From an optimization exercise on the open Yosys and OpenROAD flow, aimed at small area; shortcuts taken in it are not production practice. The RTL was checked by simulation tests, not by an equivalence proof against the original design. Power is estimated from default activity; no workload was simulated.

===== design.v =====
`timescale 1ns / 10ps
module tx(
	clock, reset, SYN_GEN_LD, halt_tx_shift, TX_LOAD, TX_DATA, CRC_16, 
        TX_LAST_BYTE, TDO, TCS, TX_READY_LD, T_lastbit, 
        shift_tx_crc16, shift_tx_crc5);
input CRC_16 ;                    
input clock; 			 
input reset;			 
input SYN_GEN_LD;		 
input TX_LOAD;		         
input halt_tx_shift;		 
input [7:0] TX_DATA;	         
input TX_LAST_BYTE;              
output  shift_tx_crc16, shift_tx_crc5;
output T_lastbit;              
output TDO;		 
output TCS;  
output TX_READY_LD;
wire TCS;
wire T_lastbit1; 
reg  T_lastbit2;
reg [7:0] shifter1;		 
reg [7:0] shifter2;		 
reg[4:0] cnt_shift1;             
reg[4:0] cnt_shift2;             
wire TX_READY_LD ;               
reg last_byte_flag;
reg[3:0] CRC_cnt;
reg CRC_flag;
wire CRC_done, shift_tx_crc16, shift_tx_crc5;
wire shift1_done;                 
wire shift2_done;                 
wire shift1_active_ser;           
wire shift2_active_ser;           
wire shift1_active_par;           
wire shift2_active_par;           
reg active_ser_shift2_shift1_z;   
reg active_par_shift2_shift1_z;   
reg shift1_wait_shift;           
reg shift2_wait_shift;           
    assign shift1_active_ser = (shift1_wait_shift  & !active_ser_shift2_shift1_z);
    assign shift2_active_ser = (shift2_wait_shift  &  active_ser_shift2_shift1_z);
    assign shift1_active_par = (shift1_wait_shift  & !active_par_shift2_shift1_z);
    assign shift2_active_par = (shift2_wait_shift  &  active_par_shift2_shift1_z);
    assign TX_READY_LD           = ((!shift1_wait_shift | !shift2_wait_shift) & !halt_tx_shift);
     always@(posedge clock or posedge reset)
          begin
            if(reset)
                begin
                  shift1_wait_shift <= 0;
                  shift2_wait_shift <= 0;
                end
            else if((TX_LOAD  | SYN_GEN_LD) & !shift1_wait_shift)      
                begin
                  shift1_wait_shift <= 1;
                  shift2_wait_shift <= shift2_wait_shift;
                end
            else if(TX_LOAD & !shift2_wait_shift)      
                begin
                  shift2_wait_shift <= 1;
                  shift1_wait_shift <= shift1_wait_shift;
                end
            else if(shift1_done)
                begin
                  shift1_wait_shift <= 0;
                  shift2_wait_shift <= shift2_wait_shift;
                end
            else if(shift2_done)
                begin
                  shift2_wait_shift <= 0;
                  shift1_wait_shift <= shift1_wait_shift;
                end
            else
                begin
                  shift1_wait_shift <= shift1_wait_shift;
                  shift2_wait_shift <= shift2_wait_shift;
                end
          end
     always@(posedge clock or posedge reset)
      begin
        if(reset)
           active_ser_shift2_shift1_z <= 0;
        else if(shift2_done)
           active_ser_shift2_shift1_z <= 0;
        else if(shift1_done)
           active_ser_shift2_shift1_z <= 1;
        else active_ser_shift2_shift1_z <= active_ser_shift2_shift1_z;
      end
      always@(negedge clock)
       begin
         active_par_shift2_shift1_z <= active_ser_shift2_shift1_z;
       end
always @(posedge clock or posedge reset)
  if (reset)
         shifter1[7:0] <= 8'h00;
  else if (halt_tx_shift)                           
         shifter1[7:0] <= shifter1;
  else if (SYN_GEN_LD)                             
         shifter1[7:0] <= 8'h80;	            
  else if (TX_LOAD & !shift1_wait_shift)            
         shifter1[7:0] <= TX_DATA;
  else if (shift1_active_par)                           
    shifter1[7:0] <= {1'b0, shifter1[7:1]};		
  else
         shifter1 <= shifter1;
always @(posedge clock or posedge reset)
  if (reset)
         shifter2[7:0] <= 8'h00;
  else if (halt_tx_shift)                           
         shifter2[7:0] <= shifter2;
  else if (TX_LOAD & !shift2_wait_shift & shift1_wait_shift)           
         shifter2[7:0] <= TX_DATA;
  else if (shift2_active_par)                            
    shifter2[7:0] <= {1'b0, shifter2[7:1]};		
  else
         shifter2 <= shifter2;
assign TDO = (active_ser_shift2_shift1_z)? shifter2[0] : shifter1[0];    
always @(negedge clock or posedge reset)      
  if (reset)
      cnt_shift1 <= 4'h0;
  else if(halt_tx_shift)
      cnt_shift1 <= cnt_shift1;                  
  else if(shift1_active_ser)
      cnt_shift1 <= cnt_shift1 + 1;              
  else if(shift1_done)
      cnt_shift1 <= 4'h0;                       
always @(negedge clock or posedge reset)      
  if (reset)
      cnt_shift2 <= 4'h0;
  else if(halt_tx_shift)
      cnt_shift2 <= cnt_shift2;                  
  else if(shift2_active_ser)
      cnt_shift2 <= cnt_shift2 + 1;              
  else if(shift2_done)
      cnt_shift2 <= 4'h0;                       
 assign TCS = (shift1_active_ser | shift2_active_ser);
 assign shift1_done = (cnt_shift1 == 5'h08);
 assign shift2_done = (cnt_shift2 == 5'h08) ;
 always@(posedge clock or posedge reset)
        if(reset)
          begin
             last_byte_flag <= 0;
          end
        else if (TX_LAST_BYTE)
          begin
             last_byte_flag <=  1;
          end
        else if (T_lastbit)               
          begin
             last_byte_flag <= 0;
          end
        else 
          begin
             last_byte_flag <= last_byte_flag;
          end
 assign T_lastbit1 = (last_byte_flag & !(shift1_wait_shift | shift2_wait_shift));
 always @(negedge clock or posedge reset)
   begin
       if (reset)
          T_lastbit2 <= 0;
       else
          T_lastbit2 <=  T_lastbit1;
   end
 assign T_lastbit = (T_lastbit1 | T_lastbit2) ;
 always @ (posedge clock )
     begin
        if(reset)
          CRC_flag <= 0;
        else if (T_lastbit)
          CRC_flag <= 1;
        else if(CRC_done)
          CRC_flag <= 0;
        else CRC_flag <= CRC_flag;
     end
 always @ (posedge clock or posedge reset)
    begin
        if(reset)
          CRC_cnt <= 4'h0;
        else if(CRC_done)
          CRC_cnt <= 4'h0;
        else if (CRC_flag)
          CRC_cnt <= CRC_cnt + 1;
    end
  assign CRC_done = ( (CRC_16 & (CRC_cnt == 4'hE) )  | (!CRC_16 & (CRC_cnt == 4'h3) ));
reg [4:0] pid_crc_cnt;
always @ (posedge clock or posedge reset)
  begin
    if (reset)
      pid_crc_cnt <= 0;
    else begin
      if (TCS & (~CRC_16) & (~halt_tx_shift))
        pid_crc_cnt <= pid_crc_cnt +1;
    end
  end
  assign shift_tx_crc5 = pid_crc_cnt >= 27 & pid_crc_cnt == 31;
  assign shift_tx_crc16 = ( (T_lastbit & CRC_16)  | (CRC_flag & CRC_16) );
endmodule
`timescale 1ns / 10ps
module bit_stuff(
	gclk, reset_l, start_bit_stuff, stuff_din, shift_tx_crc5, 
	shift_tx_crc16, tx_crc5_out, tx_crc16_out, halt_tx_shift, stuff_dout, cs1_l, start_txd);
input gclk;               	 
input reset_l;              	 
input start_bit_stuff;		 
input stuff_din;		 
input shift_tx_crc5;		 
input shift_tx_crc16;		 
input tx_crc5_out;		 
input tx_crc16_out;		 
input cs1_l;                      
output halt_tx_shift;		 
output stuff_dout;		 
output start_txd;
reg [5:0] data_shift;		 
reg start_txd;
always @(posedge gclk )
  if (!reset_l||!cs1_l)
    data_shift <= 6'h0;
  else if (!start_bit_stuff)
    data_shift <= 6'h0;
  else if (halt_tx_shift)			 
    data_shift <= {data_shift[4:0], 1'b0};
  else if (shift_tx_crc5)
    data_shift <= {data_shift[4:0], tx_crc5_out};	 
  else if (shift_tx_crc16)
    data_shift <= {data_shift[4:0],  tx_crc16_out};
  else
      data_shift <= {data_shift[4:0], stuff_din};
always @(posedge gclk )
  if (!reset_l||!cs1_l)
       start_txd <= 0;
  else 
       start_txd <= start_bit_stuff;   
assign halt_tx_shift = (data_shift == 6'b111111);
assign stuff_dout = data_shift[0];
endmodule
`timescale 1ns / 10ps
module nrzi_encode_ap(
	gclk, reset_l, start_txd, tx_data_in, tx_data_out, tx_data_valid);
input gclk;               	 
input reset_l;              	 
input start_txd;		 
input tx_data_in;		 
output tx_data_out;		 
output tx_data_valid;		 
reg tx_data_out;		 
reg tx_data_valid;		 
always @(posedge gclk or negedge reset_l)
begin
  if (!reset_l)
    tx_data_valid <= 1'b0;
  else
    tx_data_valid <= start_txd;
end
always @(posedge gclk or negedge reset_l)
begin
  if (!reset_l)
    tx_data_out <= 1'b1;		 
  else if (!start_txd)			 
    tx_data_out <= 1'b1;
  else if (start_txd && !tx_data_in)	 
    tx_data_out <= !tx_data_out;
  else
    tx_data_out <= tx_data_out;
end
endmodule
`timescale 1ns/10ps
module nrzi_decode_ap(
	rx_data_out, gclk, reset_l, start_rxd, rx_data_in, rx_data_valid,
        idle_or_sync_n, pid_n, dev_address_n, end_point_address_n, crc5_n,
        frame_number_n, data_crc_eop_n, eop_n, error_n,
        idle_or_sync, pid, dev_address, end_point_address, crc5,
        frame_number, data_crc_eop, eop, error);
input gclk;               	 
input reset_l;              	 
input start_rxd;		 
input rx_data_in;		 
input idle_or_sync;             
input pid;                      
input dev_address;              
input end_point_address;        
input crc5;                     
input frame_number;             
input data_crc_eop;             
input eop;                      
input error;                    
output rx_data_out;		 
output rx_data_valid;		 
output idle_or_sync_n;             
output pid_n;                      
output dev_address_n;              
output end_point_address_n;        
output crc5_n;                     
output frame_number_n;             
output data_crc_eop_n;             
output eop_n;                      
output error_n;                    
reg rx_data_out;		 
reg rx_data_valid;		 
reg last_data;			 
reg idle_or_sync_n;             
reg pid_n;                      
reg dev_address_n;              
reg end_point_address_n;        
reg crc5_n;                     
reg frame_number_n;             
reg data_crc_eop_n;             
reg eop_n;             
reg error_n;                    
always @(posedge gclk or negedge reset_l)
begin
  if (!reset_l)
  begin
    rx_data_valid <= 1'b0;
    last_data <= 1'b1;
    idle_or_sync_n <= 1'b0;
    pid_n <= 1'b0;
    dev_address_n <= 1'b0;
    end_point_address_n <= 1'b0;
    crc5_n <= 1'b0;  
    frame_number_n <= 1'b0;
    data_crc_eop_n <= 1'b0;
    eop_n <= 1'b0;
    error_n <= 1'b0;
  end
  else
  begin
    rx_data_valid <= start_rxd;
    last_data <= rx_data_in;
    idle_or_sync_n <= idle_or_sync;
    pid_n <= pid;
    dev_address_n <= dev_address;
    end_point_address_n <= end_point_address;
    crc5_n <= crc5;
    frame_number_n <= frame_number;
    data_crc_eop_n <= data_crc_eop;
    eop_n <= eop;
    error_n <= error;
  end
end
always @(posedge gclk or negedge reset_l)
begin
  if (!reset_l)
    rx_data_out <= 1'b1;	 
  else if (!start_rxd)		 
    rx_data_out <= 1'b1;
  else if (last_data==rx_data_in)	 
    rx_data_out <= 1'b1;
  else
    rx_data_out <= 1'b0;
end
endmodule
`timescale 1ns / 10ps
module bit_unstuff(gclk, reset_l, unstuff_din, halt_rx_shift, 
        	unstuff_dout, cs2_l,cs2_out_l,idle_or_sync,pid,dev_address,end_point_address,crc5,frame_number,data_crc_eop ,error,eop,qualify_out); 
input gclk;               	 
input reset_l;              	 
input unstuff_din;		 
input  cs2_l;
input  idle_or_sync,pid,dev_address,end_point_address,crc5,frame_number,data_crc_eop ,error,eop;  
output cs2_out_l;
output halt_rx_shift;		 
output unstuff_dout;		 
output[8:0]  qualify_out;
wire[8:0]qualify ={idle_or_sync,pid,dev_address,end_point_address,crc5,frame_number,data_crc_eop ,error,eop};
wire halt_rx_shift;
reg [6:0] data_shift;		 
reg cs2_out_l;
reg [8:0] qualify_out;
always@(posedge gclk)
   begin
   cs2_out_l <= cs2_l; 
   qualify_out[8:0] <= qualify[8:0];
   end
always @(posedge gclk)
  if (!reset_l||!cs2_l)
     begin
       data_shift <=  7'h00;
    end
  else
     data_shift <=  {data_shift[5:0], unstuff_din};
assign unstuff_dout =  data_shift[0];
 assign halt_rx_shift =  (data_shift == 7'b111_1110);
endmodule
`timescale 1ns / 10ps
module RX(
	clock, reset, RCS, RDI, halt_rx, 
        RX_LOAD, DATA, RX_READY_LD, RX_LAST_BYTE); 
input clock;
input reset;
input halt_rx;                  
input RCS;                      
input RDI;                      
input RX_LOAD;                  
output[7:0] DATA;                     
output RX_READY_LD;             
output RX_LAST_BYTE;
wire clock, reset, halt_rx, RCS, RDI, RX_LOAD; 
reg RX_READY_LD;
reg RX_LAST_BYTE;
wire[7:0] DATA;  
reg[7:0] rx_shifter;                
reg[3:0] counter;                
reg[7:0] data_out;               
wire qual_zero;
   always@(posedge clock or posedge reset)
       begin
            if(reset)
               rx_shifter <= 8'h00;      
            else if(halt_rx)
               rx_shifter <= rx_shifter;    
            else if(RCS)
                 rx_shifter[7:0] <= {RDI, rx_shifter[7:1]};  
            else
                 rx_shifter <= rx_shifter;    
       end
   always@(negedge clock or posedge reset)
       begin
            if(reset)
               counter <= 4'hF;            
            else if(halt_rx)
                counter <= counter;
            else if(!RCS)
               counter <= 4'hF;            
            else if(qual_zero)
               counter <= 4'h0;            
            else if(RCS)
               counter <= counter + 1;     
            else
               counter <= counter;         
      end
   assign qual_zero = (counter == 4'h7);           
   always @(negedge clock or posedge reset)
       begin
             if( reset)
                begin
                    data_out    <= 8'h00;
                    RX_READY_LD <= 0;              
                end
             else if( qual_zero)
                begin
                    data_out    <= rx_shifter;
                    RX_READY_LD <= 1;              
                end
             else if (RX_LOAD)
                begin
                    data_out    <= data_out;
                    RX_READY_LD <= 0;              
                end
       end
      assign DATA = data_out;         
  reg rcs_d;
  always@(posedge clock or posedge reset)
      begin
             if (reset)
               rcs_d <= 1'b1;
             else
               rcs_d <= RCS;
      end
  always@(*)
      RX_LAST_BYTE = !(RCS & rcs_d);
endmodule
`timescale 1ns / 10ps
module tx_diff(gclk, reset_l, txd_pos, txd_neg, tx_data_valid, nrzi_data);
input gclk;			 
input reset_l;			 
input nrzi_data;		 
input tx_data_valid;		 
output txd_pos;			 
output txd_neg;			 
reg tx_data_valid_d;
reg tx_data_valid_2d;
wire send_eop;
always @(posedge gclk or negedge reset_l)
begin
  if(!reset_l)
  begin
    tx_data_valid_d <= 1'b0;
    tx_data_valid_2d <= 1'b0;
  end
  else
  begin
    tx_data_valid_d <= tx_data_valid;
    tx_data_valid_2d <= tx_data_valid_d;
  end
end
assign send_eop = !tx_data_valid && tx_data_valid_d;
assign txd_pos = !send_eop && nrzi_data;
assign txd_neg = !send_eop && !nrzi_data;
endmodule
`timescale 1ns /10ps
module rx_diff(gclk, reset_l, rxd_pos, rxd_neg, rx_diff_out, rx_diff_valid, idle_or_sync, pid,
               dev_address, end_point_address, crc5, frame_number, data_crc_eop, eop, error);
input gclk;			 
input reset_l;			 
output rx_diff_valid;		 
output rx_diff_out;		 
output idle_or_sync;		 
output pid;			 
output dev_address;		 
output end_point_address;	 
output crc5;			 
output frame_number;		 
output data_crc_eop;		 
output eop;		 
output error;			 
input rxd_pos;			 
input rxd_neg;			 
reg [7:0] sync_detect;		 
reg [7:0] pid_reg;		 
wire sync_found;			 
reg packet_active;		 
wire sof_pid;			 
wire in_pid;			 
wire out_pid;			 
wire setup_pid;			 
wire data0_pid;			 
wire data1_pid;			 
wire ack_pid;			 
wire nak_pid;			 
wire stall_pid;			 
wire preamble_pid;		 
wire error_pid;			 
reg idle_or_sync;             
reg pid;                      
reg dev_address;              
reg end_point_address;        
reg crc5;                     
reg frame_number;             
reg data_crc_eop;             
reg eop;             
reg error;                    
reg [2:0] state;
reg [2:0] next_state;
reg [6:0] go_to_end_address;	 
reg [3:0] go_to_address_crc;	 
reg [10:0] go_to_frame_crc;	 
reg rx_diff_out;		 
reg rx_diff_valid;		 
reg rx_diff_valid_i;		 
reg [7:0] shift_pid_reg;	 
wire shift_pid_eb;		 
reg [6:0] in_reg;                
wire delay_cycle;
wire eop_d = !rxd_pos && !rxd_neg;
always @(posedge gclk or negedge reset_l)
  if (!reset_l)
    in_reg <= 7'b1010101;
  else
    in_reg <= packet_active ? ({in_reg[5:0], rxd_pos}) : 7'b000000;
assign delay_cycle = (dev_address || end_point_address || frame_number) && ((in_reg == 7'b0000000) || (in_reg == 7'b1111111));
always @(posedge gclk or negedge reset_l)
  if (!reset_l)
    rx_diff_valid <= 1'b0;
  else if (eop_d)
    rx_diff_valid <= 1'b0;
  else if ((state == 3'd0) && (next_state != 3'd0))
    rx_diff_valid <= 1'b1;
always @(posedge gclk or negedge reset_l)
  if (!reset_l)
    sync_detect <= 8'b11111111;
  else if (!packet_active)
    sync_detect <= {sync_detect[6:0], rxd_pos};
assign sync_found = ((sync_detect == 8'b01010100) & (!packet_active)) ? 1'b1 : 1'b0;
always @(posedge gclk or negedge reset_l)
  if (!reset_l)
      packet_active <= 1'b0;
  else if (sync_found)
      packet_active <= 1'b1;
  else if (eop)
      packet_active <= 1'b0;
always @(posedge gclk)
  eop <= eop_d;
always @(posedge gclk or negedge reset_l)
  if (!reset_l)
    shift_pid_reg <= 8'b00000000;
  else
  begin
    shift_pid_reg <= {shift_pid_reg[6:0], sync_found};  
  end
assign  shift_pid_eb = (shift_pid_reg[0] || shift_pid_reg[1] || 
       shift_pid_reg[2] || shift_pid_reg[3] || shift_pid_reg[4] ||
       shift_pid_reg[5] || shift_pid_reg[6] );
always @(posedge gclk or negedge reset_l)
  if (!reset_l)
    pid_reg <= 8'b00000000;
  else if (shift_pid_eb || sync_found)
    pid_reg <= {pid_reg[6:0], rxd_pos};
assign sof_pid      = (shift_pid_reg == 8'h80) && (pid_reg == 8'h6c);
assign in_pid       = (shift_pid_reg == 8'h80) && (pid_reg == 8'h4e);
assign out_pid      = (shift_pid_reg == 8'h80) && (pid_reg == 8'h50);
assign setup_pid    = (shift_pid_reg == 8'h80) && (pid_reg == 8'h72);
assign data0_pid    = (shift_pid_reg == 8'h80) && (pid_reg == 8'h28);
assign data1_pid    = (shift_pid_reg == 8'h80) && (pid_reg == 8'h36);
assign ack_pid      = (shift_pid_reg == 8'h80) && (pid_reg == 8'hd8);
assign nak_pid      = (shift_pid_reg == 8'h80) && (pid_reg == 8'hc6);
assign stall_pid    = (shift_pid_reg == 8'h80) && (pid_reg == 8'hfa);
assign preamble_pid = (shift_pid_reg == 8'h80) && (pid_reg == 8'h82);
assign error_pid    = (shift_pid_reg == 8'h80) && ((pid_reg != 8'h6c) 
                                                && (pid_reg != 8'h4e)
                                                && (pid_reg != 8'h50)
                                                && (pid_reg != 8'h72)
                                                && (pid_reg != 8'h28)
                                                && (pid_reg != 8'h36)
                                                && (pid_reg != 8'hd8)
                                                && (pid_reg != 8'hc6)
                                                && (pid_reg != 8'hfa)
                                                && (pid_reg != 8'h82));
always @(posedge gclk or negedge reset_l)
  if (!reset_l)
    go_to_frame_crc <= 11'b00000000000;
  else
    go_to_frame_crc <= ~delay_cycle ? ({go_to_frame_crc[9:0], sof_pid}) : go_to_frame_crc;
always @(posedge gclk or negedge reset_l)
  if (!reset_l)
    go_to_end_address <= 7'b0000000;
  else
    go_to_end_address <= ~delay_cycle ? ({go_to_end_address[5:0], (in_pid || out_pid || setup_pid)}) : go_to_end_address;
always @(posedge gclk or negedge reset_l)
  if (!reset_l)
    go_to_address_crc <= 4'b0000;
  else
    go_to_address_crc <= ~delay_cycle ? ({go_to_address_crc[2:0], go_to_end_address[6]}) : go_to_address_crc;
always @(posedge gclk)
  rx_diff_out <= rxd_pos;
always @(posedge gclk or negedge reset_l)
  if (!reset_l)
    state <= 3'd0;
  else
    state <= next_state;
always @(*)
begin
  case(state)
    3'd0 : begin
                         idle_or_sync = 1'b1;
                         pid = 1'b0;
                         dev_address = 1'b0;
                         end_point_address = 1'b0;
                         crc5 = 1'b0;
                         frame_number = 1'b0;
                         data_crc_eop = 1'b0;
                         error = 1'b0;
                         rx_diff_valid_i = 1'b0;
                       end
    3'd1 : begin
                         idle_or_sync = 1'b0;
                         pid = 1'b1;
                         dev_address = 1'b0;
                         end_point_address = 1'b0;
                         crc5 = 1'b0;
                         frame_number = 1'b0;
                         data_crc_eop = 1'b0;
                         error = 1'b0;
                         rx_diff_valid_i = 1'b1;
                       end
    3'd2 : begin
                         idle_or_sync = 1'b0;
                         pid = 1'b0;
                         dev_address = 1'b0;
                         end_point_address = 1'b0;
                         crc5 = 1'b0;
                         frame_number = 1'b1;
                         data_crc_eop = 1'b0;
                         error = 1'b0;
                         rx_diff_valid_i = 1'b1;
                       end
    3'd3 : begin
                         idle_or_sync = 1'b0;
                         pid = 1'b0;
                         dev_address = 1'b1;
                         end_point_address = 1'b0;
                         crc5 = 1'b0;
                         frame_number = 1'b0;
                         data_crc_eop = 1'b0;
                         error = 1'b0;
                         rx_diff_valid_i = 1'b1;
                       end
    3'd4 : begin
                         idle_or_sync = 1'b0;
                         pid = 1'b0;
                         dev_address = 1'b0;
                         end_point_address = 1'b0;
                         crc5 = 1'b0;
                         frame_number = 1'b0;
                         data_crc_eop = 1'b1;
                         error = 1'b0;
                         rx_diff_valid_i = 1'b1;
                       end
    3'd5 : begin
                         idle_or_sync = 1'b0;
                         pid = 1'b0;
                         dev_address = 1'b0;
                         end_point_address = 1'b1;
                         crc5 = 1'b0;
                         frame_number = 1'b0;
                         data_crc_eop = 1'b0;
                         error = 1'b0;
                         rx_diff_valid_i = 1'b1;
                       end
    3'd6 : begin
                         idle_or_sync = 1'b0;
                         pid = 1'b0;
                         dev_address = 1'b0;
                         end_point_address = 1'b0;
                         crc5 = 1'b1;
                         frame_number = 1'b0;
                         data_crc_eop = 1'b0;
                         error = 1'b0;
                         rx_diff_valid_i = 1'b1;
                       end
    3'd7 : begin
                         idle_or_sync = 1'b0;
                         pid = 1'b0;
                         dev_address = 1'b0;
                         end_point_address = 1'b0;
                         crc5 = 1'b0;
                         frame_number = 1'b0;
                         data_crc_eop = 1'b0;
                         error = 1'b1;
                         rx_diff_valid_i = 1'b1;
                       end
  endcase
end
always @(*)
begin
  if(!reset_l)
    next_state = 3'd0;
  else
    case (state)
      3'd0 : if(sync_found == 1'b1)
                           next_state = 3'd1;
                         else
                           next_state = 3'd0;
      3'd1 : if (eop)
                           next_state = 3'd0;
                         else if (preamble_pid && !eop)
                           next_state = 3'd1;
                         else if (data0_pid || data1_pid)
                           next_state = 3'd4;
                         else if (in_pid || out_pid || setup_pid)
                           next_state = 3'd3;
                         else if (sof_pid)
                           next_state = 3'd2;
                         else if (error_pid)
                           next_state = 3'd7;
                         else
                           next_state = 3'd1;
      3'd3 : if (eop) 
                           next_state = 3'd0;
                         else if (go_to_end_address[6])
                           next_state = 3'd5;
                         else
                           next_state = 3'd3;
      3'd5 : if (eop) 
                           next_state = 3'd0;
                         else if (go_to_address_crc[3])
                           next_state = 3'd6;
                         else
                           next_state = 3'd5;
      3'd2 : if (eop) 
                           next_state = 3'd0;
                         else if (go_to_frame_crc[10])
                           next_state = 3'd6;
                         else
                           next_state = 3'd2;
      3'd4 : if (eop)
                           next_state = 3'd0;
                         else
                           next_state = 3'd4;
      3'd6 : if (eop)
                           next_state = 3'd0;
                         else
                           next_state = 3'd6;
      3'd7 : if (eop)
                           next_state = 3'd0;
                         else
                           next_state = 3'd7;
      default : next_state = 3'd0;
    endcase
end
endmodule
`timescale 1ns / 10ps
module	crc_5(clk_c,reset,halt_tx,cwe_z,chck_enbl,data_in,data_out,error);
input	clk_c;			 
input	reset;			 
input	halt_tx;		 
input	cwe_z;			 
input	chck_enbl;		 
input	data_in;		 
output	data_out;		 
output	error;			 
reg		[4:0] data_q;		 
wire	[4:0] data_d;		 
reg		error_q;
wire	error_d;
wire	shift_in;		 
wire	d0_shift;
wire	d2_shift;
reg     chck_enbl_d;
parameter
TIME		=	1;
assign	data_out = (~data_q[4] & ~cwe_z) | (data_in & cwe_z);	
assign	error_d = (chck_enbl & ((data_q != 5'b01100)));			 
assign	error = error_d;		 
assign shift_in = (data_in ^ data_q[4]) & cwe_z;
assign d0_shift = cwe_z ? shift_in : 1'b1;
assign d2_shift = cwe_z ? (data_q[1] ^ shift_in) : data_q[1];
assign	data_d[0] = (~halt_tx) ?  d0_shift    : data_q[0];
assign	data_d[1] = (~halt_tx) ?  data_q[0]   : data_q[1];
assign	data_d[2] = (~halt_tx) ?  d2_shift    : data_q[2];
assign	data_d[3] = (~halt_tx) ?  data_q[2]   : data_q[3];
assign	data_d[4] = (~halt_tx) ?  data_q[3]    : data_q[4];
always @(posedge clk_c, posedge reset)
begin
	if (reset)
	begin
		data_q <= 5'h1F;		 
		error_q <= 1'b0;
		chck_enbl_d <= 1'b0;
	end
	else
	begin
		data_q  <= data_d;
		error_q <= error_d;
		chck_enbl_d <= chck_enbl;
	end	
end
endmodule
`timescale 1ns / 10ps
module	crc_16(clk_c,reset,halt_tx,cwe_z,chck_enbl,data_in,data_out,error,int_data);
input	clk_c;			 
input	reset;			 
input	halt_tx;		 
input	cwe_z;			 
input	chck_enbl;		 
input	data_in;		 
output	data_out;		 
output	error;			 
output	[15:0] int_data;		
reg	[15:0] data_q;		 
wire	[15:0] data_d;		 
reg	error_q;
wire	error_d;
wire	shift_in;		 
wire	d0_shift;
wire	d2_shift;
wire	d15_shift;
parameter
TIME		=	1;
assign	data_out = (~data_q[15] & ~cwe_z) | (data_in & cwe_z);	
assign	error_d = (chck_enbl & ((data_q != 16'b1000000000001101))) |
			error_q;
assign	error = error_q;		 
assign	int_data = data_q;
assign	shift_in = (data_in ^ data_q[15]) & cwe_z;
assign	d0_shift  = cwe_z ? shift_in : 1'b1;
assign	d2_shift  = cwe_z ? (data_q[1]  ^ shift_in) : data_q[1];
assign	d15_shift = cwe_z ? (data_q[14] ^ shift_in) : data_q[14];
assign	data_d[0]  = (~halt_tx) ?  d0_shift    : data_q[0];
assign	data_d[1]  = (~halt_tx) ?  data_q[0]   : data_q[1];
assign	data_d[2]  = (~halt_tx) ?  d2_shift    : data_q[2];
assign	data_d[3]  = (~halt_tx) ?  data_q[2]   : data_q[3];
assign	data_d[4]  = (~halt_tx) ?  data_q[3]   : data_q[4];
assign	data_d[5]  = (~halt_tx) ?  data_q[4]   : data_q[5];
assign	data_d[6]  = (~halt_tx) ?  data_q[5]   : data_q[6];
assign	data_d[7]  = (~halt_tx) ?  data_q[6]   : data_q[7];
assign	data_d[8]  = (~halt_tx) ?  data_q[7]   : data_q[8];
assign	data_d[9]  = (~halt_tx) ?  data_q[8]   : data_q[9];
assign	data_d[10] = (~halt_tx) ?  data_q[9]   : data_q[10];
assign	data_d[11] = (~halt_tx) ?  data_q[10]  : data_q[11];
assign	data_d[12] = (~halt_tx) ?  data_q[11]  : data_q[12];
assign	data_d[13] = (~halt_tx) ?  data_q[12]  : data_q[13];
assign	data_d[14] = (~halt_tx) ?  data_q[13]  : data_q[14];
assign	data_d[15] = (~halt_tx) ?  d15_shift   : data_q[15];
always @(posedge clk_c , posedge reset)
begin
	if (reset)
	begin
		data_q <= 16'hffff;
		error_q <= 1'b0;
	end
	else
	begin
		data_q  <= data_d;
		error_q <= error_d;
	end	
end
endmodule
`timescale 1ns / 10ps
module  crc_tx(clk_c,reset,halt_tx,cwe_z,data_in,data_out_5bit,
			data_out_16bit);
input   clk_c;                   
input   reset;                   
input   halt_tx;                 
input   cwe_z;                   
input   data_in;                 
output  data_out_5bit;           
output  data_out_16bit;          
wire error_5bit;
wire error_16bit;
wire	[15:0] tx16_int;
crc_5 tx5(
        .clk_c(clk_c),
        .reset(reset),
        .halt_tx(halt_tx),
        .cwe_z(cwe_z),
        .chck_enbl(1'b0),
        .data_in(data_in),
        .data_out(data_out_5bit),
        .error(error_5bit));
crc_16 tx16(
        .clk_c(clk_c),
        .reset(reset),
        .halt_tx(halt_tx),
        .cwe_z(cwe_z),
        .chck_enbl(1'b0),
        .data_in(data_in),
        .data_out(data_out_16bit),
        .int_data(tx16_int),	
        .error(error_16bit));
endmodule
`timescale 1ns / 10ps
module  crc_rx(clk_c,reset,rcs,cwe_z,chck_enbl,data_in,select16,
		error, rx16_int);
input   clk_c;                   
input   reset;                   
input   rcs;                	 
input   cwe_z;                   
input   chck_enbl;               
input   data_in;                 
input	select16;		 
output  error;                   
output	[15:0] rx16_int;
wire	error_5bit;
wire	error_16bit;
wire    [15:0] rx16_int;
assign	error	=	(select16) ? error_16bit : error_5bit;
crc_5 rx5(
        .clk_c(clk_c),
        .reset(reset),
        .halt_tx(~rcs),
        .cwe_z(cwe_z),
        .chck_enbl(chck_enbl),
        .data_in(data_in),
        .data_out(data_out_5bit),
        .error(error_5bit));
crc_16 rx16(
        .clk_c(clk_c),
        .reset(reset),
        .halt_tx(~rcs),
        .cwe_z(cwe_z),
        .chck_enbl(chck_enbl),
        .data_in(data_in),
        .data_out(data_out_16bit),
	.int_data(rx16_int),
        .error(error_16bit));
endmodule
module usb_top  (gclk,
                 reset_l,
                 cs1_l,
                 SYN_GEN_LD,
                 CRC_16,
                 TX_LOAD,
                 TX_DATA,
                 TX_LAST_BYTE,
                 RX_LOAD,
                 error_crc_rx,
                 TX_READY_LD,
                 T_lastbit,
                 qualify_out,
                 DATA,
                 RX_READY_LD,
                 RX_LAST_BYTE 
                );
input gclk;
input reset_l;
input cs1_l;
input SYN_GEN_LD;
input CRC_16;
input TX_LOAD;
input [7:0] TX_DATA;
input TX_LAST_BYTE;
input RX_LOAD;
output TX_READY_LD;
output T_lastbit;
output [8:0] qualify_out;  
output [7:0] DATA;
output RX_READY_LD;
output RX_LAST_BYTE;
output error_crc_rx;
wire gclk;               	
wire reset_l;              	
wire cs1_l;    
wire SYN_GEN_LD;
wire TX_LOAD;
wire CRC_16;
wire [7:0] TX_DATA;
wire TX_LAST_BYTE;
wire            halt_rx_shift;
wire		    halt_tx_shift;
wire            unstuff_dout;
wire 	        stuff_dout;	
wire [8:0]      qualify_out;
wire            cs2_out_l;
wire            rx_data_out;
wire            rx_data_valid;
wire            TDO;
wire            TCS;
wire            tx_data_out ;
wire            tx_data_valid ;
wire            start_txd1;
wire            RX_LOAD;
wire            RX_READY_LD;
wire    [7:0]   DATA;
wire            RX_LAST_BYTE;
wire 			error_crc_rx;
wire            tx_crc5_out;
wire            tx_crc16_out;
wire            shift_tx_crc5;
wire            shift_tx_crc16;
wire 			txd_pos;
wire 			txd_neg;
wire  			rx_diff_valid;
wire 			rx_diff_out;
wire 			idle_or_sync_rx_d;           
wire 			pid_rx_d;  		   	    
wire 			dev_address_rx_d; 	    
wire 			end_point_address_rx_d;  
wire 			crc5_rx_d;  		   	    
wire 			frame_number_rx_d;  	     
wire 			data_crc_eop_rx_d;  	     
wire 			eop_rx_d;  		   	     
wire			error_rx_d;
wire idle_or_sync_n; 
wire pid_n; 
wire dev_address_n; 
wire end_point_address_n; 
wire crc5_n;
wire frame_number_n;
wire data_crc_eop_n; 
wire eop_n; 
wire error_n;
tx         t_x(.clock(gclk),
            .reset(~reset_l),
            .SYN_GEN_LD(SYN_GEN_LD),
            .halt_tx_shift(halt_tx_shift),  
            .CRC_16(CRC_16),			
            .TX_LOAD(TX_LOAD),
            .TX_DATA(TX_DATA),
            .TX_LAST_BYTE(TX_LAST_BYTE),
            .TDO(TDO),   
            .TCS(TCS),  
            .TX_READY_LD(TX_READY_LD),  
            .T_lastbit(T_lastbit), 
            .shift_tx_crc16(shift_tx_crc16), 
            .shift_tx_crc5(shift_tx_crc5)
       		);
			reg [15:0] cwe_z;
always @(posedge gclk or negedge reset_l)
begin
  if (~reset_l)
    cwe_z <= 16'h0000;
  else
    cwe_z <= {cwe_z[14:0],TCS};  
end
crc_tx c_t	(.clk_c(gclk),
		.reset(~reset_l),
		.halt_tx(halt_tx_shift),  
		.cwe_z((cwe_z[15]&TCS)),
		.data_in(TDO),
		.data_out_5bit(tx_crc5_out),  
		.data_out_16bit(tx_crc16_out)
		);  
bit_stuff bit_stuff_inst0(
			.gclk 			(gclk),
	       	.reset_l		(reset_l),
	       	.start_bit_stuff	(TCS|shift_tx_crc16|shift_tx_crc5),
	       	.stuff_din		(TDO),
	       	.shift_tx_crc5		(1'b0), 
			.shift_tx_crc16		(1'b0),
	       	.tx_crc5_out		(tx_crc5_out),
	       	.tx_crc16_out		(tx_crc16_out),
	       	.cs1_l			(cs1_l),
	       	.halt_tx_shift		(halt_tx_shift),
	       	.stuff_dout		(stuff_dout),
	       	.start_txd		(start_txd1)
			);
nrzi_encode_ap nrzi_encode_ap_inst0(
			.gclk			(gclk),
			.reset_l		(reset_l), 
			.start_txd		(start_txd1), 
			.tx_data_in		(stuff_dout), 
			.tx_data_out		(tx_data_out),
			.tx_data_valid		(tx_data_valid)
			);
tx_diff    	tx_d_inst0(
					.gclk			(gclk),
               		.reset_l		(reset_l),
               		.txd_pos		(txd_pos),   		 
                	.txd_neg		(txd_neg),   		 
               		.tx_data_valid		(tx_data_valid),         
               		.nrzi_data		(tx_data_out)
			);
rx_diff 	rx_d_inst0(
			.gclk(gclk),
                	.reset_l(reset_l),
                	.rxd_pos(txd_pos),  		   	      
                	.rxd_neg(txd_neg),  		   	      
                	.rx_diff_out(rx_diff_out),  	   	      
               		.rx_diff_valid(rx_diff_valid),     	      
                	.idle_or_sync(idle_or_sync_rx_d),             
                	.pid(pid_rx_d),  		   	      
                	.dev_address(dev_address_rx_d),    	      
                	.end_point_address(end_point_address_rx_d),   
                	.crc5(crc5_rx_d),  		   	      
                	.frame_number(frame_number_rx_d),  	      
                	.data_crc_eop(data_crc_eop_rx_d),  	      
                	.eop(eop_rx_d),  		   	      
                	.error(error_rx_d)
			);  				    
nrzi_decode_ap nrzi_decode_ap_inst0(
			.gclk			(gclk),
			.reset_l		(reset_l),
			.rx_data_out		(rx_data_out),
			.start_rxd		(rx_diff_valid),
			.rx_data_in		(rx_diff_out),
			.rx_data_valid		(rx_data_valid),
        	.idle_or_sync_n		(idle_or_sync_n),
			.pid_n			(pid_n),
			.dev_address_n		(dev_address_n),
			.end_point_address_n	(end_point_address_n),
			.crc5_n			(crc5_n),
			.frame_number_n 	(frame_number_n),
			.data_crc_eop_n		(data_crc_eop_n), 
			.eop_n			(eop_n),
			.error_n		(error_n),
        	.idle_or_sync		(idle_or_sync_rx_d),
			.pid			(pid_rx_d),
			.dev_address		(dev_address_rx_d),
			.end_point_address	(end_point_address_rx_d),
			.crc5			(crc5_rx_d),
		    .frame_number		(frame_number_rx_d),
			.data_crc_eop		(data_crc_eop_rx_d),
			.eop			(eop_rx_d),
			.error			(error_rx_d)
			 );
bit_unstuff bit_unstuff_inst0(
			.gclk			(gclk),
       		.reset_l		(reset_l),
		    .unstuff_din		(rx_data_out),
		    .cs2_l			(rx_data_valid),
			.idle_or_sync		(idle_or_sync_n),
			.pid			(pid_n),
			.dev_address		(dev_address_n),
			.end_point_address	(end_point_address_n),
			.crc5			(crc5_n),
			.frame_number		(frame_number_n),
			.data_crc_eop		(data_crc_eop_n),
			.error			(error_n),
			.eop			(eop_n),
			.cs2_out_l		(cs2_out_l),
		    .halt_rx_shift		(halt_rx_shift), 
        	.unstuff_dout		(unstuff_dout),
			.qualify_out		(qualify_out)
		         ); 
reg [7:0] rx_cwe_z;
always @(posedge gclk or negedge reset_l)
begin
  if (~reset_l)
    rx_cwe_z <= 8'b0;
  else
    rx_cwe_z <= {rx_cwe_z[6:0],cs2_out_l};
end
crc_rx c_r	(.clk_c(gclk),
		.reset(~reset_l),
		.rcs(~halt_rx_shift),
		.cwe_z((rx_cwe_z[7]&cs2_out_l)),
		.chck_enbl(qualify_out[0]),
		.data_in(unstuff_dout),
		.select16(qualify_out[2]),
		.error(error_crc_rx),
		.rx16_int()
		);
RX        r_x(.clock(gclk),
              .reset(~reset_l),
              .RCS(cs2_out_l),
              .RDI(unstuff_dout),
              .halt_rx(halt_rx_shift),
              .RX_LOAD(RX_LOAD),
              .DATA(DATA),
              .RX_READY_LD(RX_READY_LD),
              .RX_LAST_BYTE(RX_LAST_BYTE)
             );                  
endmodule

===== config.mk =====
export PLATFORM = sky130hd
export DESIGN_NAME = usb_top
export DESIGN_NICKNAME = usb_top
export VERILOG_FILES = /design/flow/design.v
export SDC_FILE = /design/flow/constraint.sdc
export NUM_CORES = 4
export LEC_CHECK = 0
export CAP_MARGIN = 20
export CORE_MARGIN = 2
export CORE_UTILIZATION = 40
export SLEW_MARGIN = 20

===== constraint.sdc =====
create_clock -name core_clock -period 6.0 [get_ports {gclk}]
set_input_delay 1.2000 -clock core_clock [delete_from_list [all_inputs] [get_ports {gclk}]]
set_output_delay 1.2000 -clock core_clock [all_outputs]
set_load 0.01 [all_outputs]

===== run.sh =====
#!/bin/bash
# synth_recipe.tcl (not shown) runs the flow's synth.tcl, then flattens the netlist and writes it again
# the make line also repeats each setting of config.mk as NAME=value (left out here)
make -C /OpenROAD-flow-scripts/flow DESIGN_CONFIG=/design/flow/config.mk WORK_HOME=/design/flow/orfs CLKGATE_MAP_FILE= SYNTH_SCRIPT=/design/flow/synth_recipe.tcl finish

==> run notes <==
- Hold path depth: 0
- Port Buf Inserts: 37
- Worst path required time: ~4800 ps
- Synth Instances: between 600 and 700
- Critical hold path startpoint: rx_d_inst0.rx_diff_out$_DFF_P_
- Layout Area Growth over Synthesis: 15.05%
- Max-slew violation count: 0
- Net count, final: about 710
- Setup violation total in the final timing report: 0
- Unrepaired setup endpoints after global routing: no
- Core Box Area: between 15000 and 20000 sq um
- Pleak: roughly 0.0042 uW
- Clock skew: between 60 and 70 ps
- Worst-case hold path end point: nrzi_decode_ap_inst0.last_data$_DFF_PN1_
- Number of antenna violations at the first check in global routing: 0
- Total of cells resized after clock tree synthesis: 0
- Count of unique library cells instantiated by Yosys: 64
- Cell chosen for the clock root: sky130_fd_sc_hd__clkbuf_16
- Post-synth EDFFs: 0
- Peak supply drop: around 0.22 mV
- Via count: approximately 4.7k
- Leading register cell type out of synthesis: sky130_fd_sc_hd__dfrtp_1
- Portion of the post-synthesis area used by sequential elements: about three fifths
- Clock-pin slew of the registers on the worst-case setup and hold paths: ~60 ps
- Pin count of the biggest net entering global routing: 65
- Depth of the CTS H-tree: 4
- N_diodes: 0
- Total congestion overflow after global routing: 0
- Start-to-end type of the worst setup path: reg -> out
- Cell Rows: 51
- Cell type contributing the most total cell area after synthesis: sky130_fd_sc_hd__dfrtp_1
- Final number of hold-violating endpoints: 0
- Via-per-instance ratio: roughly 4.9
- Arr. time, crit path: between 4000 and 5000 ps
- Final core area utilization: a little under half
- Power per cell area: 344.1 nW/um^2
- Delay contributed by the slowest stage of the critical path: roughly 530 ps
- Setup slack of the most critical reg-to-reg path: approximately 1200 ps
- Y dimension of the die: 143.8 microns
- CP Cell Sequence: nor2_1 -> inv_1 -> clkdlybuf4s50_1
- Register ranked first by flip-flop count: c_r.rx16.data_q
- Number of routed nets with antenna violations: 0
- Flops & latches, synth: a little under 200
- Combined area of all synthesized cells: roughly 7800 sq um
- Setup_tns: 0 ps
- Post-synthesis async set-or-reset flop share: around 85%
- Number of setup buffers added after CTS: 0
- Total Routing Usage GR: between 10% and 20%
- Synthesized area divided by synthesized cell count: between 10 and 15 sq um
- Initial Utilization: 40.41%
- CTS tree: done
- I/O pin cnt: 38
- Final RePlAce weighted congestion: roughly 0.8
- Layout cells sized above 1: between 20% and 30%
- Top delay family on crit path: buffers and inverters
- Slowest-stage cell, CP: sky130_fd_sc_hd__clkdlybuf4s50_1
- Cts hold-fix bufs: 0
- Critical Path Source Type: flip-flop
- Leading cell types by total area after synthesis: sky130_fd_sc_hd__dfrtp_1, sky130_fd_sc_hd__dfstp_2, sky130_fd_sc_hd__dfxtp_1
- Total nets after synthesis: 673
- Worst-Skew Late Latency: 460 ps
- Max-cap check violation count: 0
- Worst-case clock buffer depth: 2
- Number of detailed-routing iterations run before antenna repair: 5
- Starting DRC count in detailed routing: approximately 210
- Hold Path Class: reg -> reg
- Worst r2r dst: r_x.counter[2]$_DFFE_NN1N_
- Number of CTS-inserted buffers: 17
- Final wirelength: approximately 13 mm
- R2r worst-path depth: 3
- Largest registers: c_r.rx16.data_q (16), rx_d_inst0.go_to_frame_crc (11), bit_unstuff_inst0.qualify_out (9)
- Tightest Pin Transition: 953.3 ps
- Worst reg2reg startpoint: bit_unstuff_inst0.data_shift[0]$_SDFF_PP0_
- Number of buffer and inverter instances along the worst setup path: 2
- Sinks on the clock net: around 190
- DRC violations left: 0
- Max-slew headroom: 36.44%
- Status: no timing/DRC/antenna violations
- DIE AREA: 20670 sq um
- Routed wire length per instance: ~14 microns
- Number of warnings printed during yosys synthesis: 13
- Number of flip-flops in the largest register: 16
- First-pass GRT wire length: 23.31 mm
- Width of the die: 143.8 microns
- Fraction of synthesized cell area taken by the top area cell type: between 30% and 40%
- Number of global-route vias before repair: 4819
- Endpoint type of the worst setup path: primary output
- Critical path fanouts, max: 3
- Estimated wirelength of the detail-placed design: between 8 and 9 mm
## worst max path at each step
stage | startpoint | endpoint | slack, ps | cells after the start
2_1_floorplan | t_x.T_lastbit2$_DFF_NN0_ | T_lastbit | 1250 | 2
3_3_place_gp | t_x.T_lastbit2$_DFF_NN0_ | T_lastbit | 740 | 3
3_5_place_dp | t_x.T_lastbit2$_DFF_NN0_ | T_lastbit | 740 | 3
4_1_cts | t_x.T_lastbit2$_DFF_NN0_ | T_lastbit | 300 | 3
5_1_grt | t_x.T_lastbit2$_DFF_NN0_ | T_lastbit | 250 | 3
6_report | t_x.T_lastbit2$_DFF_NN0_ | T_lastbit | 320 | 3
## cell type report
cell class                 instances  area (sq um)
fill                            1711         10340
tap                              265         331.6
multi-input combinational        404          2858
inverter                          18         67.56
clock inverter                    15         105.1
timing repair buffer              41         401.6
clock buffer                      22         485.5
sequential                       193          4741
## where the power goes
group / switching (uW) / internal (uW) / total [uW]
Clock: 498 / 609 / 1110
Sequential: 131 / 1450 / 1590
Combinational: 203 / 198 / 401
## metal layers
layer | share of wire [%] | GRT usage [%] | up-vias
li1 | - | - | 2307
met5 | 0 | 0 | -
met4 | 1.5 | 5.108 | 0
met2 | 47 | 22.33 | 57
met1 | 49 | 19.20 | 2306
met3 | 2.6 | 3.099 | 13
## cells in the final DEF, fill, tap and decap left out, drive strengths merged, types with 10 or more instances in the layout
| cell | count |
|---|---|
| dfstp | 41 |
| o31ai | 10 |
| mux2i | 16 |
| dfxtp | 28 |
| dfrtn | 20 |
| nor2 | 25 |
| mux2 | 58 |
| nand2 | 98 |
| a21oi | 10 |
| clkbuf | 22 |
| clkdlybuf4s50 | 36 |
| dfrtp | 104 |
| inv | 30 |
| and3 | 11 |
| and2 | 18 |
| o21ai | 23 |
## stage by stage
step	cell area (sq um)	worst slack (ps)	instances	power, uW	hold slack (ps)
after floorplan	7814	1247	648	1886	306.4
after global placement	8403	742.8	922	1989	313.8
after detailed placement	8403	742.1	922	2022	322.0
after CTS	8990	303.3	958	3131	325.8
after global routing	8990	246.8	958	3266	330.4
final	8990	318.6	958	3093	321.9
## cell usage after synthesis, drive strengths merged, types with 3 or more instances
cell type,count
dfrtp,104
nand2,98
mux2,58
dfstp,41
dfxtp,28
nor2,25
clkbuf,23
o21ai,23
dfrtn,20
inv,19
and2,18
mux2i,16
and3,11
a21oi,10
o31ai,10
a31oi,9
buf,9
ha,9
nand3,9
nand4,9
xnor2,9
xor2,8
nor2b,7
nand2b,6
nor4bb,6
nor3,5
nor4,5
nor4b,5
a211oi,4
a21o,4
a22o,4
o22ai,3
or3,3
## cell families after synthesis
logic type / count (synthesis) / share of synthesized area, %
simple gates: 222 / 14.70
flops: 193 / 60.67
compound gates: 82 / 7.094
mux: 74 / 11.37
buf+inv: 51 / 2.818
xor+xnor: 17 / 1.906
fa+ha+maj: 9 / 1.441
